Background: an optimization exercise with open tools, aiming at small area and a short achievable clock period. Do not read the settings as production practice.
Where RTL was checked, it was by simulation tests only, not by an equivalence proof against the original.

==> flow/design.v <==
`default_nettype none
module dstep (
    input  wire [31:0] p,
    input  wire        b,
    input  wire [31:0] d,
    output wire        q,
    output wire [31:0] pn);
    wire [32:0] r_a = {p, b};
    wire [32:0] r_bb = {1'b0, d};
    wire [32:0] r_g = r_a & ~r_bb;
    wire [32:0] r_t = r_a | ~r_bb;
    wire r_G1 = r_g[1] | (r_t[1] & r_t[0]);
    wire r_G2 = r_g[3] | (r_t[3] & r_g[2]);
    wire r_P2 = r_t[3] & r_t[2];
    wire r_G3 = r_g[5] | (r_t[5] & r_g[4]);
    wire r_P3 = r_t[5] & r_t[4];
    wire r_G4 = r_g[7] | (r_t[7] & r_g[6]);
    wire r_P4 = r_t[7] & r_t[6];
    wire r_G5 = r_g[9] | (r_t[9] & r_g[8]);
    wire r_P5 = r_t[9] & r_t[8];
    wire r_G6 = r_g[11] | (r_t[11] & r_g[10]);
    wire r_P6 = r_t[11] & r_t[10];
    wire r_G7 = r_g[13] | (r_t[13] & r_g[12]);
    wire r_P7 = r_t[13] & r_t[12];
    wire r_G8 = r_g[15] | (r_t[15] & r_g[14]);
    wire r_P8 = r_t[15] & r_t[14];
    wire r_G9 = r_g[17] | (r_t[17] & r_g[16]);
    wire r_P9 = r_t[17] & r_t[16];
    wire r_G10 = r_g[19] | (r_t[19] & r_g[18]);
    wire r_P10 = r_t[19] & r_t[18];
    wire r_G11 = r_g[21] | (r_t[21] & r_g[20]);
    wire r_P11 = r_t[21] & r_t[20];
    wire r_G12 = r_g[23] | (r_t[23] & r_g[22]);
    wire r_P12 = r_t[23] & r_t[22];
    wire r_G13 = r_g[25] | (r_t[25] & r_g[24]);
    wire r_P13 = r_t[25] & r_t[24];
    wire r_G14 = r_g[27] | (r_t[27] & r_g[26]);
    wire r_P14 = r_t[27] & r_t[26];
    wire r_G15 = r_g[29] | (r_t[29] & r_g[28]);
    wire r_P15 = r_t[29] & r_t[28];
    wire r_G16 = r_g[31] | (r_t[31] & r_g[30]);
    wire r_P16 = r_t[31] & r_t[30];
    wire r_G17 = r_G2 | (r_P2 & r_G1);
    wire r_G18 = r_G4 | (r_P4 & r_G3);
    wire r_P18 = r_P4 & r_P3;
    wire r_G19 = r_G6 | (r_P6 & r_G5);
    wire r_P19 = r_P6 & r_P5;
    wire r_G20 = r_G8 | (r_P8 & r_G7);
    wire r_P20 = r_P8 & r_P7;
    wire r_G21 = r_G10 | (r_P10 & r_G9);
    wire r_P21 = r_P10 & r_P9;
    wire r_G22 = r_G12 | (r_P12 & r_G11);
    wire r_P22 = r_P12 & r_P11;
    wire r_G23 = r_G14 | (r_P14 & r_G13);
    wire r_P23 = r_P14 & r_P13;
    wire r_G24 = r_G16 | (r_P16 & r_G15);
    wire r_P24 = r_P16 & r_P15;
    wire r_G25 = r_G18 | (r_P18 & r_G17);
    wire r_G26 = r_G20 | (r_P20 & r_G19);
    wire r_P26 = r_P20 & r_P19;
    wire r_G27 = r_G22 | (r_P22 & r_G21);
    wire r_P27 = r_P22 & r_P21;
    wire r_G28 = r_G24 | (r_P24 & r_G23);
    wire r_P28 = r_P24 & r_P23;
    wire r_G29 = r_G26 | (r_P26 & r_G25);
    wire r_G30 = r_G28 | (r_P28 & r_G27);
    wire r_P30 = r_P28 & r_P27;
    wire r_G31 = r_G30 | (r_P30 & r_G29);
    wire r_G32 = r_G27 | (r_P27 & r_G29);
    wire r_G33 = r_G19 | (r_P19 & r_G25);
    wire r_G34 = r_G21 | (r_P21 & r_G29);
    wire r_G35 = r_G23 | (r_P23 & r_G32);
    wire r_G36 = r_G3 | (r_P3 & r_G17);
    wire r_G37 = r_G5 | (r_P5 & r_G25);
    wire r_G38 = r_G7 | (r_P7 & r_G33);
    wire r_G39 = r_G9 | (r_P9 & r_G29);
    wire r_G40 = r_G11 | (r_P11 & r_G34);
    wire r_G41 = r_G13 | (r_P13 & r_G32);
    wire r_G42 = r_G15 | (r_P15 & r_G35);
    wire r_G43 = r_g[2] | (r_t[2] & r_G1);
    wire r_G44 = r_g[4] | (r_t[4] & r_G17);
    wire r_G45 = r_g[6] | (r_t[6] & r_G36);
    wire r_G46 = r_g[8] | (r_t[8] & r_G25);
    wire r_G47 = r_g[10] | (r_t[10] & r_G37);
    wire r_G48 = r_g[12] | (r_t[12] & r_G33);
    wire r_G49 = r_g[14] | (r_t[14] & r_G38);
    wire r_G50 = r_g[16] | (r_t[16] & r_G29);
    wire r_G51 = r_g[18] | (r_t[18] & r_G39);
    wire r_G52 = r_g[20] | (r_t[20] & r_G34);
    wire r_G53 = r_g[22] | (r_t[22] & r_G40);
    wire r_G54 = r_g[24] | (r_t[24] & r_G32);
    wire r_G55 = r_g[26] | (r_t[26] & r_G41);
    wire r_G56 = r_g[28] | (r_t[28] & r_G35);
    wire r_G57 = r_g[30] | (r_t[30] & r_G42);
    wire r_G58 = r_g[32] | (r_t[32] & r_G31);
    wire [32:0] r_c = {r_G31, r_G57, r_G42, r_G56, r_G35, r_G55, r_G41, r_G54, r_G32, r_G53, r_G40, r_G52, r_G34, r_G51, r_G39, r_G50, r_G29, r_G49, r_G38, r_G48, r_G33, r_G47, r_G37, r_G46, r_G25, r_G45, r_G36, r_G44, r_G17, r_G43, r_G1, r_t[0], 1'b1};
    wire [32:0] r_s = (r_a ^ r_c) ^ ~r_bb;
    wire r_q = ~r_s[32];
    wire [31:0] r_pn = r_q ? r_s[31:0] : r_a[31:0];
    assign q = r_q;
    assign pn = r_pn;
endmodule
module div32p2(
    input  wire [63:0] x,
    input  wire [31:0] d,
    output wire [31:0] q,
    output wire [31:0] r,
    input  wire        clk,
    input  wire        rstn);
    wire sa0_q;
    wire [31:0] sa0_pn;
    dstep u_sa0 (.p(x[63:32]), .b(x[31]), .d(d), .q(sa0_q), .pn(sa0_pn));
    wire sa1_q;
    wire [31:0] sa1_pn;
    dstep u_sa1 (.p(sa0_pn), .b(x[30]), .d(d), .q(sa1_q), .pn(sa1_pn));
    wire sa2_q;
    wire [31:0] sa2_pn;
    dstep u_sa2 (.p(sa1_pn), .b(x[29]), .d(d), .q(sa2_q), .pn(sa2_pn));
    wire sa3_q;
    wire [31:0] sa3_pn;
    dstep u_sa3 (.p(sa2_pn), .b(x[28]), .d(d), .q(sa3_q), .pn(sa3_pn));
    wire sa4_q;
    wire [31:0] sa4_pn;
    dstep u_sa4 (.p(sa3_pn), .b(x[27]), .d(d), .q(sa4_q), .pn(sa4_pn));
    wire sa5_q;
    wire [31:0] sa5_pn;
    dstep u_sa5 (.p(sa4_pn), .b(x[26]), .d(d), .q(sa5_q), .pn(sa5_pn));
    wire sa6_q;
    wire [31:0] sa6_pn;
    dstep u_sa6 (.p(sa5_pn), .b(x[25]), .d(d), .q(sa6_q), .pn(sa6_pn));
    reg [31:0] p1;
    reg [31:0] d1;
    reg [24:0] x1;
    reg [31:25] q1;
    always @(posedge clk) begin
        p1 <= sa6_pn;
        d1 <= d;
        x1 <= x[24:0];
        q1 <= {sa0_q, sa1_q, sa2_q, sa3_q, sa4_q, sa5_q, sa6_q};
    end
    wire sb0_q;
    wire [31:0] sb0_pn;
    dstep u_sb0 (.p(p1), .b(x1[24]), .d(d1), .q(sb0_q), .pn(sb0_pn));
    wire sb1_q;
    wire [31:0] sb1_pn;
    dstep u_sb1 (.p(sb0_pn), .b(x1[23]), .d(d1), .q(sb1_q), .pn(sb1_pn));
    wire sb2_q;
    wire [31:0] sb2_pn;
    dstep u_sb2 (.p(sb1_pn), .b(x1[22]), .d(d1), .q(sb2_q), .pn(sb2_pn));
    wire sb3_q;
    wire [31:0] sb3_pn;
    dstep u_sb3 (.p(sb2_pn), .b(x1[21]), .d(d1), .q(sb3_q), .pn(sb3_pn));
    wire sb4_q;
    wire [31:0] sb4_pn;
    dstep u_sb4 (.p(sb3_pn), .b(x1[20]), .d(d1), .q(sb4_q), .pn(sb4_pn));
    wire sb5_q;
    wire [31:0] sb5_pn;
    dstep u_sb5 (.p(sb4_pn), .b(x1[19]), .d(d1), .q(sb5_q), .pn(sb5_pn));
    wire sb6_q;
    wire [31:0] sb6_pn;
    dstep u_sb6 (.p(sb5_pn), .b(x1[18]), .d(d1), .q(sb6_q), .pn(sb6_pn));
    wire sb7_q;
    wire [31:0] sb7_pn;
    dstep u_sb7 (.p(sb6_pn), .b(x1[17]), .d(d1), .q(sb7_q), .pn(sb7_pn));
    wire sb8_q;
    wire [31:0] sb8_pn;
    dstep u_sb8 (.p(sb7_pn), .b(x1[16]), .d(d1), .q(sb8_q), .pn(sb8_pn));
    wire sb9_q;
    wire [31:0] sb9_pn;
    dstep u_sb9 (.p(sb8_pn), .b(x1[15]), .d(d1), .q(sb9_q), .pn(sb9_pn));
    wire sb10_q;
    wire [31:0] sb10_pn;
    dstep u_sb10 (.p(sb9_pn), .b(x1[14]), .d(d1), .q(sb10_q), .pn(sb10_pn));
    wire sb11_q;
    wire [31:0] sb11_pn;
    dstep u_sb11 (.p(sb10_pn), .b(x1[13]), .d(d1), .q(sb11_q), .pn(sb11_pn));
    wire sb12_q;
    wire [31:0] sb12_pn;
    dstep u_sb12 (.p(sb11_pn), .b(x1[12]), .d(d1), .q(sb12_q), .pn(sb12_pn));
    wire sb13_q;
    wire [31:0] sb13_pn;
    dstep u_sb13 (.p(sb12_pn), .b(x1[11]), .d(d1), .q(sb13_q), .pn(sb13_pn));
    wire sb14_q;
    wire [31:0] sb14_pn;
    dstep u_sb14 (.p(sb13_pn), .b(x1[10]), .d(d1), .q(sb14_q), .pn(sb14_pn));
    wire sb15_q;
    wire [31:0] sb15_pn;
    dstep u_sb15 (.p(sb14_pn), .b(x1[9]), .d(d1), .q(sb15_q), .pn(sb15_pn));
    wire sb16_q;
    wire [31:0] sb16_pn;
    dstep u_sb16 (.p(sb15_pn), .b(x1[8]), .d(d1), .q(sb16_q), .pn(sb16_pn));
    wire sb17_q;
    wire [31:0] sb17_pn;
    dstep u_sb17 (.p(sb16_pn), .b(x1[7]), .d(d1), .q(sb17_q), .pn(sb17_pn));
    reg [31:0] p2;
    reg [31:0] d2;
    reg [6:0] x2;
    reg [31:7] q2;
    reg        rz;   
    always @(posedge clk) begin
        p2 <= sb17_pn;
        d2 <= d1;
        x2 <= x1[6:0];
        q2 <= {q1, sb0_q, sb1_q, sb2_q, sb3_q, sb4_q, sb5_q, sb6_q, sb7_q, sb8_q, sb9_q, sb10_q, sb11_q, sb12_q, sb13_q, sb14_q, sb15_q, sb16_q, sb17_q};
        rz <= ~rstn;
    end
    wire sc0_q;
    wire [31:0] sc0_pn;
    dstep u_sc0 (.p(p2), .b(x2[6]), .d(d2), .q(sc0_q), .pn(sc0_pn));
    wire sc1_q;
    wire [31:0] sc1_pn;
    dstep u_sc1 (.p(sc0_pn), .b(x2[5]), .d(d2), .q(sc1_q), .pn(sc1_pn));
    wire sc2_q;
    wire [31:0] sc2_pn;
    dstep u_sc2 (.p(sc1_pn), .b(x2[4]), .d(d2), .q(sc2_q), .pn(sc2_pn));
    wire sc3_q;
    wire [31:0] sc3_pn;
    dstep u_sc3 (.p(sc2_pn), .b(x2[3]), .d(d2), .q(sc3_q), .pn(sc3_pn));
    wire sc4_q;
    wire [31:0] sc4_pn;
    dstep u_sc4 (.p(sc3_pn), .b(x2[2]), .d(d2), .q(sc4_q), .pn(sc4_pn));
    wire sc5_q;
    wire [31:0] sc5_pn;
    dstep u_sc5 (.p(sc4_pn), .b(x2[1]), .d(d2), .q(sc5_q), .pn(sc5_pn));
    wire sc6_q;
    wire [31:0] sc6_pn;
    dstep u_sc6 (.p(sc5_pn), .b(x2[0]), .d(d2), .q(sc6_q), .pn(sc6_pn));
    wire [31:0] qc = {q2, sc0_q, sc1_q, sc2_q, sc3_q, sc4_q, sc5_q, sc6_q};
    assign q = rz ? 32'd0 : qc;
    assign r = rz ? 32'd0 : sc6_pn;
endmodule
`default_nettype wire
export LEC_CHECK = 0
export ABC_AREA = 1
export CAP_MARGIN = 20
export CORE_MARGIN = 2
export CORE_UTILIZATION = 45
export GPL_TIMING_DRIVEN = 0
export PLACE_DENSITY = 0.6
export SLEW_MARGIN = 20
export SYNTH_HIERARCHICAL = 1
create_clock -name core_clock -period 95.0 [get_ports {clk}]
run.sh (not shown) runs the stock make flow with config.mk's settings and CLKGATE_MAP_FILE= SYNTH_SCRIPT=/design/flow/synth_recipe.tcl, a recipe that flattens the netlist after the stock synthesis.
==> next run, changes <==
--- a/flow/design.v
+++ b/flow/design.v
@@ -95,8 +95,8 @@
     wire r_G58 = r_g[32] | (r_t[32] & r_G31);
     wire [32:0] r_c = {r_G31, r_G57, r_G42, r_G56, r_G35, r_G55, r_G41, r_G54, r_G32, r_G53, r_G40, r_G52, r_G34, r_G51, r_G39, r_G50, r_G29, r_G49, r_G38, r_G48, r_G33, r_G47, r_G37, r_G46, r_G25, r_G45, r_G36, r_G44, r_G17, r_G43, r_G1, r_t[0], 1'b1};
     wire [32:0] r_s = (r_a ^ r_c) ^ ~r_bb;
-    wire r_q = ~r_s[32];
-    wire [31:0] r_pn = r_q ? r_s[31:0] : r_a[31:0];
+    wire r_q = r_a[32] ^ r_c[32];
+    wire [31:0] r_pn = r_a[31:0] ^ ({32{r_q}} & ~(r_bb[31:0] ^ r_c[31:0]));
     assign q = r_q;
     assign pn = r_pn;
 endmodule
Clock skew went down by 0.019 ns.
Cell count went down by a little under a tenth.
Worst setup slack degrades by 3.9 ns.
Non-clock buffer count went down by 206.
First-iteration DRC count went down by well over a third.
Function not checked in the second run of this note: the RTL went through the layout flow alone.

[re-timing with driven ports]
The flow's constraints put no driver on any port. The routed layouts listed below were extracted and timed again, unchanged, in two steps. Step 1 assumes that a clkbuf_16 drives the clock port and a buf_2 every other input. Step 2 adds t to the input delays and takes it off the output delays; t is the mean of the earliest and latest rising clock arrival at the registers after step 1. Input paths then give back, and output paths get back, about the clock's delay inside the block. Slacks: ideal / step 1 / step 2; pairs: ideal / step 1.
run	t (ns)	slack for setup (ns)	latest minus earliest clock arrival (ns)	worst data-port slew with drivers (ns)
the first run	0.640	60.733 / 60.657 / 60.777	0.045 / 0.044	0.06
the second run	0.615	56.801 / 56.801 / 56.801	0.026 / 0.025	0.04
After both steps setup and hold are still met in every run listed.
